This design comes from an exercise in tuning for small area, a short achievable clock period and few clock cycles per item on the open sky130 flow, not from production work. Power figures rest on the tool's default switching activity, not on a simulated workload.

== ember ==
// mul_unit
module mul_unit
(
    input  logic                  clk,
    input  logic                  rst,
    input  logic                  start,
    input  logic [1:0]            mul_type,
    input  logic [31:0]           a,
    input  logic [31:0]           b,
    input  logic [4:0]            arch_reg,
    input  logic [5:0]   phys_reg,
    input  logic [2:0]  rob,
    input  logic                  cdb_mul_ack,
    input  logic                  branch,
    output logic                  cdb_valid,
    output logic [2:0]  cdb_rob,
    output logic [4:0]            cdb_arch_reg,
    output logic [5:0]   cdb_phys_reg,
    output logic [31:0]           cdb_data,
    output logic [31:0]           cdb_ps1_rdata,
    output logic [31:0]           cdb_ps2_rdata,
    output logic                  done
);
==> flow/config.mk <==
export PLATFORM = sky130hd
export DESIGN_NAME = mul_unit
export DESIGN_NICKNAME = mul_unit
export VERILOG_FILES = /design/flow/design.v
export SDC_FILE = /design/flow/constraint.sdc
export NUM_CORES = 4
export LEC_CHECK = 0
export CAP_MARGIN = 20
export CORE_MARGIN = 2
export CORE_UTILIZATION = 40
export SETUP_SLACK_MARGIN = 0.8
export SLEW_MARGIN = 20
export SYNTH_HIERARCHICAL = 1
export SYNTH_MINIMUM_KEEP_SIZE = 0
==> flow/constraint.sdc <==
create_clock -name core_clock -period 5.0 [get_ports {clk}]
set_input_delay 1.0000 -clock core_clock [delete_from_list [all_inputs] [get_ports {clk}]]
set_output_delay 1.0000 -clock core_clock [all_outputs]
set_load 0.01 [all_outputs]
standard.sh (not shown) runs the stock make flow with config.mk's settings and CLKGATE_MAP_FILE= SYNTH_SCRIPT=/design/flow/synth_recipe.tcl, a recipe that flattens the netlist after the stock synthesis.
==> flow/flow/run.sh <==
#!/bin/bash
# Standard ORFS layout (the standard.sh), except that the port buffers
# are sky130_fd_sc_hd__buf_2 rather than the cell buffer_ports picks itself.
set -euo pipefail
export BUFFER_PORTS_ARGS="-buffer_cell sky130_fd_sc_hd__buf_2"
bash standard.sh > standard.log 2>&1
ember: no failed stages, no open violations at the end
Relative to ember, the following input files were edited for tundra:
- clearing SETUP_SLACK_MARGIN, which used to be 0.8
==> flow/run.sh (new file) <==
#!/bin/bash
# synth_recipe.tcl (not shown) runs the flow's synth.tcl, then flattens the netlist and writes it again
# the make line also repeats each setting of config.mk as NAME=value (left out here)
make -C /OpenROAD-flow-scripts/flow DESIGN_CONFIG=/design/flow/config.mk WORK_HOME=/design/flow/orfs CLKGATE_MAP_FILE= SYNTH_SCRIPT=/design/flow/synth_recipe.tcl finish
removed: flow/flow/run.sh
removed: flow/standard.sh
## What came out
The portion of the clock cycle consumed by the worst path in the final layout of tundra is higher than that of ember.
Summary of tundra over ember: fmax lost 11%, number of non-clock buffers in the layout decreased by 25 relative to the old numbers, final cell area excluding filler cells shows an increase of about 0.5%, synthesized cell count level.
Compared with ember, tundra shows total via count after detailed routing lower by 3.6%.
Between tundra and ember, it is tundra whose global-route wire length before repair is higher, by 0.71%.
Summary of tundra over ember: routed wire length neither gained nor lost much; setup-violating endpoint count in the final report neither gained nor lost much.
> inputs changed (tundra -> willow)
==> flow/flow/run.sh (new file) <==
#!/bin/bash
# Standard ORFS layout (the standard.sh), except that the port buffers
# are sky130_fd_sc_hd__buf_2 rather than the cell buffer_ports picks itself.
set -euo pipefail
export BUFFER_PORTS_ARGS="-buffer_cell sky130_fd_sc_hd__buf_2"
bash standard.sh > standard.log 2>&1
==> flow/standard.sh (new file) <==
#!/bin/bash
# synth_recipe.tcl (not shown) runs the flow's synth.tcl, then flattens the netlist and writes it again
# the make line also repeats each setting of config.mk as NAME=value (left out here)
make -C /OpenROAD-flow-scripts/flow DESIGN_CONFIG=/design/flow/config.mk WORK_HOME=/design/flow/orfs CLKGATE_MAP_FILE= SYNTH_SCRIPT=/design/flow/synth_recipe.tcl "${@:-finish}"
removed: flow/run.sh
--- outcome ---
willow: full flow OK, the timing, DRC and antenna checks passed
Sort willow and tundra by maximum fanout count along the critical path, ascending, and tundra comes first.
Cell area | willow vs tundra | willow smaller
Comparing willow and tundra, number of fill cells in the layout is higher on willow.
For the estimated wirelength of the detail-placed design, willow came in 1000 µm higher than tundra did.
Fmax | willow vs tundra | willow faster
No functional check of the RTL was part of any run of this note.

---

## job 101
Another version of the RTL of mul_unit (not shown whole).
For scale: about 1,400 cells after synthesis, ~200 I/O pins, ~16,000 um^2 of cells after synthesis.
Settings: LEC_CHECK=0, CAP_MARGIN=20, CORE_MARGIN=2, CORE_UTILIZATION=60, SETUP_SLACK_MARGIN=0.65, SLEW_MARGIN=20, SYNTH_HIERARCHICAL=1, SYNTH_MINIMUM_KEEP_SIZE=0; clock period 5.0 ns.
==> flow/flow/run.sh <==
#!/bin/bash
# The standard ORFS layout (standard.sh) with two changes:
#  - the port buffers are sky130_fd_sc_hd__buf_1 instead of the cell
#    buffer_ports picks by itself (a slow delay cell);
#  - after the standard synthesis every combinational cell is set to its
#    drive-1 variant; floorplan/placement repair sizes up what timing needs.
set -euo pipefail
export BUFFER_PORTS_ARGS="-buffer_cell sky130_fd_sc_hd__buf_1"
RES=orfs/results/${FLOW_PLATFORM}/mul_unit/base
bash standard.sh synth > synth.log 2>&1
DS_ODB=$RES/1_synth.odb openroad -no_init -exit flow/downsize.tcl > downsize.log 2>&1
touch $RES/1_synth.sdc
bash standard.sh > standard.log 2>&1
==> flow/flow/downsize.tcl <==
# Set every combinational cell of the synthesized netlist to its drive-1
# variant; the resizer's repair steps size up what timing needs.
set odb_file $::env(DS_ODB)
read_db $odb_file
set db [ord::get_db]
set n 0
foreach inst [[ord::get_db_block] getInsts] {
  set m [[$inst getMaster] getName]
  if {[regexp {^(sky130_fd_sc_hd__[a-z0-9]+)_([0-9]+)$} $m -> base drive]} {
    if {$drive <= 1} continue
    if {[regexp {df|dl|sdf|edf|clk|conb|buf} $base]} continue
    set new [$db findMaster ${base}_1]
    if {$new == "NULL" || $new == ""} continue
    $inst swapMaster $new
    incr n
  }
}
puts "downsized $n cells"
write_db $odb_file
Job 101: PASS, flow complete, no timing, DRC or antenna violations
Setup changes, job 101 to job 102
- a change of SETUP_SLACK_MARGIN from 0.65 to 0.9
Results
Job 102 against job 101: total number of vias moved down, combinational share of power moved up, portion of the clock cycle consumed by the worst path in the final layout moved down, routed wire length moved up.
No run of this note included a check of the RTL's function; only the layout flow was run.

[afterwards: timing with drivers on the ports]
The results above use ideal ports. As a check the final layouts listed here were re-extracted and re-timed, cells and wires unchanged.
Step 1 sets driving cells, clkbuf_16 on the clock port and buf_2 on the other inputs (assumed; they add their load-dependent delay and slew).
Step 2 times the ports against the registers' clock, not the clock port: input delays grow and output delays shrink by t, the midpoint of the rising clock arrivals with the driver on.
a / b / c = ideal / step 1 / step 2; a / b = the first two.
| run | t, ns | slack for setup (ns) | worst hold slack (ns) | slew at the worst register clock pin (ns) |
|---|---|---|---|---|
| ember | 0.513 | 0.696 / 0.645 / 0.931 | 0.558 / 0.558 / 0.558 | 0.07 / 0.07 |
| tundra | 0.515 | 0.157 / 0.102 / 0.617 | 0.557 / 0.557 / 0.557 | 0.07 / 0.07 |
| willow | 0.519 | 0.212 / 0.161 / 0.680 | 0.541 / 0.541 / 0.541 | 0.08 / 0.08 |
| job 101 | 0.498 | 0.747 / 0.693 / 1.120 | 0.579 / 0.579 / 0.579 | 0.08 / 0.08 |
| job 102 | 0.500 | 0.771 / 0.719 / 1.070 | 0.579 / 0.579 / 0.579 | 0.08 / 0.08 |
After both steps setup and hold are still met in every run listed.
